From an optimization exercise on the open Yosys and OpenROAD flow, aimed at small area and a short achievable clock period; shortcuts taken in it are not production practice. The RTL was checked by simulation tests, not by an equivalence proof against the original design.

### design.v
module vector_alu #(
    parameter DATA_WIDTH = 16,
    parameter IMG_WIDTH = 224,
    parameter IMG_HEIGHT = 224
)(
    input  logic                  clk,
    input  logic                  rst_n,
    input  logic [DATA_WIDTH-1:0] in_data,
    input  logic                  in_valid,
    output logic                  in_ready,
    output logic [DATA_WIDTH-1:0] out_data,
    output logic                  out_valid,
    input  logic                  out_ready,
    input  logic                  enable_bn,
    input  logic [15:0]           current_channel
);
    logic [DATA_WIDTH-1:0] bn_mean;
    logic [DATA_WIDTH-1:0] bn_var;
    logic [DATA_WIDTH-1:0] bn_gamma;
    logic [DATA_WIDTH-1:0] bn_beta;
    logic [DATA_WIDTH-1:0] weights [8:0];
    typedef enum logic [1:0] {
        IDLE,
        LOAD_PARAMS,
        PROCESS,
        FINISH
    } alu_state_t;
    alu_state_t current_state, next_state;
    logic [3:0] param_counter;
    logic [3:0] weight_counter;
    logic processing_valid;
    logic [DATA_WIDTH-1:0] result_q;   
    logic params_loaded;   
    logic [31:0] conv_result;
    logic [31:0] bn_result;
    always_comb begin
        conv_result = '0;
        bn_result = '0;
        if (in_valid && current_state == PROCESS) begin
            conv_result = $signed(in_data) * $signed(weights[4]);
            if (enable_bn) begin
                bn_result = $signed(conv_result - bn_mean);
                bn_result = $signed(bn_result * bn_gamma / 256);  
                bn_result = $signed(bn_result + bn_beta);
            end else begin
                bn_result = conv_result;
            end
        end
    end
    always_ff @(posedge clk or negedge rst_n) begin
        if (!rst_n) begin
            current_state <= IDLE;
            param_counter <= '0;
            weight_counter <= '0;
            bn_mean <= '0;
            bn_var <= '0;
            bn_gamma <= '0;
            bn_beta <= '0;
            params_loaded <= 1'b0;
            out_data <= '0;
            out_valid <= 1'b0;
            processing_valid <= 1'b0;
            result_q <= '0;
            for (int i = 0; i < 9; i++) begin
                weights[i] <= '0;
            end
        end else begin
            current_state <= next_state;
            if (current_state == LOAD_PARAMS && in_valid) begin
                if (param_counter < 4) begin
                    case (param_counter)
                        0: bn_mean <= in_data;
                        1: bn_var <= in_data;
                        2: bn_gamma <= in_data;
                        3: bn_beta <= in_data;
                    endcase
                    param_counter <= param_counter + 1;
                end else if (weight_counter < 9) begin
                    weights[weight_counter] <= in_data;
                    weight_counter <= weight_counter + 1;
                end
            end
            if (param_counter >= 4 && weight_counter >= 4) begin
                params_loaded <= 1'b1;
            end
            if (next_state == IDLE) begin
                param_counter <= '0;
                weight_counter <= '0;
                params_loaded <= 1'b0;
            end
            processing_valid <= (current_state == PROCESS) && in_valid;
            out_valid <= processing_valid;
            if ((current_state == PROCESS) && in_valid) begin
                if ($signed(bn_result) > $signed({1'b0, {(DATA_WIDTH-1){1'b1}}}))
                    result_q <= {1'b0, {(DATA_WIDTH-1){1'b1}}};  
                else if ($signed(bn_result) < $signed({1'b1, {(DATA_WIDTH-1){1'b0}}}))
                    result_q <= {1'b1, {(DATA_WIDTH-1){1'b0}}};  
                else
                    result_q <= bn_result[DATA_WIDTH-1:0];
            end
            if (processing_valid) begin
                out_data <= result_q;
            end
        end
    end
    always_comb begin
        next_state = current_state;
        case (current_state)
            IDLE: begin
                if (in_valid)
                    next_state = LOAD_PARAMS;
            end
            LOAD_PARAMS: begin
                if (params_loaded)
                    next_state = PROCESS;
            end
            PROCESS: begin
                if (!in_valid || !out_ready)
                    next_state = FINISH;
            end
            FINISH: begin
                if (!in_valid && !out_valid)
                    next_state = IDLE;
                else if (in_valid)
                    next_state = PROCESS;
            end
            default: next_state = IDLE;
        endcase
    end
    assign in_ready = (current_state == IDLE) || (current_state == LOAD_PARAMS) || 
                    ((current_state == PROCESS) && out_ready);
endmodule
module activation_unit #(
    parameter DATA_WIDTH = 16
)(
    input  logic                  clk,
    input  logic                  rst_n,
    input  logic [DATA_WIDTH-1:0] in_data,
    input  logic                  in_valid,
    output logic                  in_ready,
    output logic [DATA_WIDTH-1:0] out_data,
    output logic                  out_valid,
    input  logic                  out_ready,
    input  logic                  use_relu   
);
    logic [DATA_WIDTH-1:0] result_relu;
    logic [DATA_WIDTH-1:0] result_hswish;
    logic [DATA_WIDTH-1:0] x_plus_3;
    logic [DATA_WIDTH-1:0] relu6_result;
    logic [31:0] mult_result;
    always_comb begin
        result_relu = '0;
        result_hswish = '0;
        x_plus_3 = '0;
        relu6_result = '0;
        mult_result = '0;
        result_relu = (in_data[DATA_WIDTH-1]) ? '0 : in_data;  
        x_plus_3 = in_data + 16'h0300;  
        if (x_plus_3[DATA_WIDTH-1]) begin  
            relu6_result = '0;
        end else if ($signed(x_plus_3) > $signed(16'h0600)) begin  
            relu6_result = 16'h0600;  
        end else begin
            relu6_result = x_plus_3;
        end
        mult_result = $signed(in_data) * $signed(relu6_result);
        result_hswish = mult_result[DATA_WIDTH+8-1:8] / 6;
    end
    always_ff @(posedge clk or negedge rst_n) begin
        if (!rst_n) begin
            out_data <= '0;
            out_valid <= 1'b0;
        end else begin
            if (in_valid && in_ready) begin
                if (use_relu)
                    out_data <= result_relu;
                else
                    out_data <= result_hswish;
                out_valid <= 1'b1;
            end else if (out_valid && out_ready) begin
                out_valid <= 1'b0;
            end
        end
    end
    assign in_ready = !out_valid || out_ready;
endmodule
module conv_bn_act #(
    parameter DATA_WIDTH = 16
)(
    input  logic                  clk,
    input  logic                  rst_n,
    input  logic [DATA_WIDTH-1:0] in_data,
    input  logic                  in_valid,
    output logic                  in_ready,
    output logic [DATA_WIDTH-1:0] out_data,
    output logic                  out_valid,
    input  logic                  enable_bn,
    input  logic                  use_relu          
);
    logic [DATA_WIDTH-1:0] valu_out_data;
    logic                  valu_out_valid;
    logic                  act_ready;
    vector_alu #(
        .DATA_WIDTH(DATA_WIDTH)
    ) valu_inst (
        .clk            (clk),
        .rst_n          (rst_n),
        .in_data        (in_data),
        .in_valid       (in_valid),
        .in_ready       (in_ready),
        .out_data       (valu_out_data),
        .out_valid      (valu_out_valid),
        .out_ready      (act_ready),
        .enable_bn      (enable_bn),
        .current_channel(16'd0)
    );
    activation_unit #(
        .DATA_WIDTH(DATA_WIDTH)
    ) act_inst (
        .clk      (clk),
        .rst_n    (rst_n),
        .in_data  (valu_out_data),
        .in_valid (valu_out_valid),
        .in_ready (act_ready),
        .out_data (out_data),
        .out_valid(out_valid),
        .out_ready(1'b1),
        .use_relu (use_relu)
    );
endmodule
### run.sh
#!/bin/bash
# synth_recipe.tcl (not shown) runs the flow's synth.tcl, then flattens the netlist and writes it again
# the make line also repeats each setting of config.mk as NAME=value (left out here)
make -C /OpenROAD-flow-scripts/flow DESIGN_CONFIG=/design/flow/config.mk WORK_HOME=/design/flow/orfs CLKGATE_MAP_FILE= SYNTH_SCRIPT=/design/flow/synth_recipe.tcl finish
### config.mk
export PLATFORM = sky130hd
export DESIGN_NAME = conv_bn_act
export DESIGN_NICKNAME = conv_bn_act
export VERILOG_FILES = /design/flow/design.v
export SDC_FILE = /design/flow/constraint.sdc
export NUM_CORES = 4
export LEC_CHECK = 0
export CAP_MARGIN = 20
export CORE_MARGIN = 2
export CORE_UTILIZATION = 40
export SLEW_MARGIN = 20
### constraint.sdc
create_clock -name core_clock -period 18.0 [get_ports {clk}]
set_input_delay 3.6000 -clock core_clock [delete_from_list [all_inputs] [get_ports {clk}]]
set_output_delay 3.6000 -clock core_clock [all_outputs]
set_load 0.01 [all_outputs]
==> results.txt <==
cell usage in the layout (no fill, tap or decap), types with 83 or more instances in the layout:
cell type | Yosys | routed
buf_4 | 4 | 302
dfrtp_1 | 125 | 124
and2_1 | 269 | 269
o21ai_0 | 92 | 83
xnor2_1 | 118 | 113
fa_1 | 745 | 745
ha_1 | 246 | 243
inv_1 | 855 | 854
a21oi_1 | 113 | 103
nand2_1 | 559 | 559
nor2_1 | 180 | 178
path summary, 6_finish.rpt:
path                                                    start                             endpoint  slack, ns  cells past startpoint
setup / recovery                                  in_data[11]    valu_inst.result_q[6]$_DFFE_PN0P_       0.55                     55
hold / removal             valu_inst.result_q[15]$_DFFE_PN0P_   valu_inst.result_q[15]$_DFFE_PN0P_       0.48                      2
setup reg to reg            valu_inst.out_data[9]$_DFFE_PN0P_     act_inst.out_data[0]$_DFFE_PN0P_       2.24                     42
hold reg to reg            valu_inst.result_q[15]$_DFFE_PN0P_   valu_inst.result_q[15]$_DFFE_PN0P_       0.48                      2
max in group asynchronous                               rst_n  valu_inst.weights[4][4]$_DFFE_PN0P_      13.66                      2
min in group asynchronous                               rst_n   valu_inst.out_data[12]$_DFFE_PN0P_       3.20                      1
worst max-delay path: cells and delay by family:
family	cells	cell delay [ns]
adders and majority gates	16	7.14
and+or+nand+nor	11	3.25
buffers and inverters	14	1.68
AOI/OAI and AO/OA	10	1.36
xor gates and xnor gates	4	0.73
Yosys cell counts, types with 17 or more instances:
library cell  instances
a211oi_1             25
nor3_1               55
a21o_1               25
nor2_1              180
dfrtp_1             125
nand2_1             559
xor2_1               40
a21oi_1             113
nand2b_1             31
or2_2                17
o21ai_0              92
o21a_1               20
fa_1                745
nor4_1               17
clkbuf_1            179
nand3_1              42
o211ai_1             29
and3_1               50
and2_1              269
nor2b_1              45
inv_1               855
xnor2_1             118
ha_1                246
mux2_2               78
what timing repair did:
item | CTS | global route
setup buffers | 0 | 18
pin swaps | 1 | 35
setup endpoints to repair | 14 | 15
gates resized for setup | 7 | 71
logic make-up after synthesis:
family / count (synthesis) / share of synthesized area
buffers and inverters: 1055 / 0.106
AO/OA/AOI/OAI: 466 / 0.0854
XOR/XNOR: 168 / 0.0430
flip-flops: 125 / 0.0833
AND/OR/NAND/NOR: 1336 / 0.173
other: 2 / 0.000200
adder cells (fa/ha/maj): 991 / 0.479
multiplexers: 97 / 0.0295
sequential cells by signal, summed over array words and instances (netlist names):
signal,cells
valu_inst.bn_beta,16
valu_inst.bn_gamma,16
valu_inst.bn_mean,16
valu_inst.out_data,16
valu_inst.result_q,16
valu_inst.weights,16
act_inst.out_data,15
valu_inst.param_counter,4
valu_inst.weight_counter,4
valu_inst.current_state,2
act_inst.out_valid,1
valu_inst.out_valid,1
valu_inst.params_loaded,1
valu_inst.processing_valid,1
layer usage:
| metal | GRT usage | share of wire | vias up |
|---|---|---|---|
| met3 | 0.0319 | 0.051 | 118 |
| met1 | 0.296 | 0.44 | 14700 |
| met2 | 0.372 | 0.49 | 690 |
| li1 | - | - | 13500 |
| met5 | 0 | 0.00013 | - |
| met4 | 0.0476 | 0.019 | 2 |
final cells by class:
class	count	area [µm²]	area share
clock buffers	19	433	0.0103
clock inverters	13	155	0.00369
inverters	857	3220	0.0764
multi-input cells	3102	30800	0.733
flip-flops and latches	125	3130	0.0744
well taps	1254	1570	0.0373
repair buffers	344	2750	0.0652
==> impl_metrics.csv <==
group,metric,value,unit
outcome,status,"timing/DRC/antenna clean",
synthesis,synth_area_per_cell,8.85,µm²
setup_path,end_kind,"flip-flop",
sta,tightest_slew,1.14,ns
floorplanning,fp-row-count,112,
synthesis,synthArstFlopShare,1.00,
global_routing,grtUsageTotal,0.219,
placement,dpl.cell_count,5664,
cts,cts.htree.levels,4,
placement,portBuffers,37,
layout,fin_area,42100,µm²
placement,placed_area,41100,µm²
synthesis,yosys_warnings,3,
cts,cts_hold_buf,0,
floorplanning,pin_count,39,
synthesis,synth_top_area_cell,"fa_1",
setup_path,worstPathMaxFanout,18,
hold_path,hold_class,"flip-flop to flip-flop",
layout,drive_gt1_frac,0.118,
sta,slew_violations,0,
global_routing,grt_pass1_vias,30800,
setup_path,critPathRequiredTime,18.34,ns
synthesis,syn_area,37500,µm²
layout,nNetsFinal,5459,
setup_path,critPathLaunchType,"input pin",
floorplanning,start_util,0.403,
cts,clock-root-buffer,"clkbuf_16",
sta,clock_skew,0.0235,ns
placement,post-place-ws,-0.730,ns
floorplanning,die-width,310,µm
synthesis,synth_area_leaders,"fa_1 40%, inv_1 8.5%, dfrtp_1 8.3%",
placement,dp_hpwl,79700,µm
cts,clk-insertion-delay-late,0.50,ns
sta,whs,0.476,ns
global_routing,antenna_found_initial,2,
sta,final_hold_viol_count,0,
sta,relSlewSlack,0.241,
setup_path,crit_path_top_delay_cell,"fa_1",
global_routing,grt_max_degree,88,
sta,period_minus_slack,17.45,ns
layout,nFillCells,9065,
synthesis,synth-edff-count,0,
sta,post-route-period-util,0.969,
sta,timing.fmax,0.0573,GHz
floorplanning,die_h,310,µm
synthesis,ys_types,107,
cts,cts_tree,"built",
route,final_antenna_net_count,0,
placement,gp_congestion,0.898,
sta,setup_ws,0.552,ns
setup_path,critPathArrivalTime,17.79,ns
sta,fin_tns_setup,0,ns
cts,cts_num_sinks,125,
setup_path,slowest_delay,0.55,ns
cts,cts_buffer_depth,2,
setup_path,critical_path_class,"input pin to flip-flop",
layout,final_cells,5714,
cts,clkTransAtPathRegs,0.06,ns
route,dr.pass1.iters,6,
floorplanning,core,93200,µm²
synthesis,synthCells,4240,
synthesis,synthDominantCellAreaShare,0.397,
setup_path,crit_path_frequent_cell,"fa_1",
cts,numCtsBuffers,17,
synthesis,synth-seq-cells,125,
synthesis,synth_ff_type,"dfrtp_1",
global_routing,grt_pass1_wl,165000,µm
layout,utilization,0.452,
layout,area_growth,12.1,%
route,drc,0,
route,vias_per_cell,5.08,
flow_run,drv_cap,0,
route,totalWireLength,99000,µm
sta,setup_violations,0,
route,num_vias,29000,
route,wl_per_cell,17.3,µm
synthesis,ys_seq_area_frac,0.0833,
layout,diodes,0,
floorplanning,die-area,96300,µm²
global_routing,globalRouteOverflowTotal,0,
route,drtIter0Drc,2023,

afterwards: timing with drivers on the ports:
In the flow no input, the clock included, has a driving cell. The finished layout below was timed again as built, in two steps. Step 1 sets driving cells, clkbuf_16 on the clock port and buf_2 on the other inputs (assumed; they add their load-dependent delay and slew). Step 2, shift: input delay + t, output delay - t, t = (earliest + latest rising clock arrival at the registers) / 2. This alone moves slack from input paths to output paths. Three values: ideal ports, drivers, drivers and shift; two values: the first two.
shift t [ns]: 0.549
setup WS [ns]: 0.552 / 0.589 / 0.040
latest minus earliest clock arrival (ns): 0.024 / 0.024
worst register clock-pin slew, ns: 0.08 / 0.08
pins driven straight from the clock port: 1
After both steps setup and hold are still met in this run. For this run, drivers alone change the setup slack by +0.037 ns; drivers and shift together by -0.512 ns.
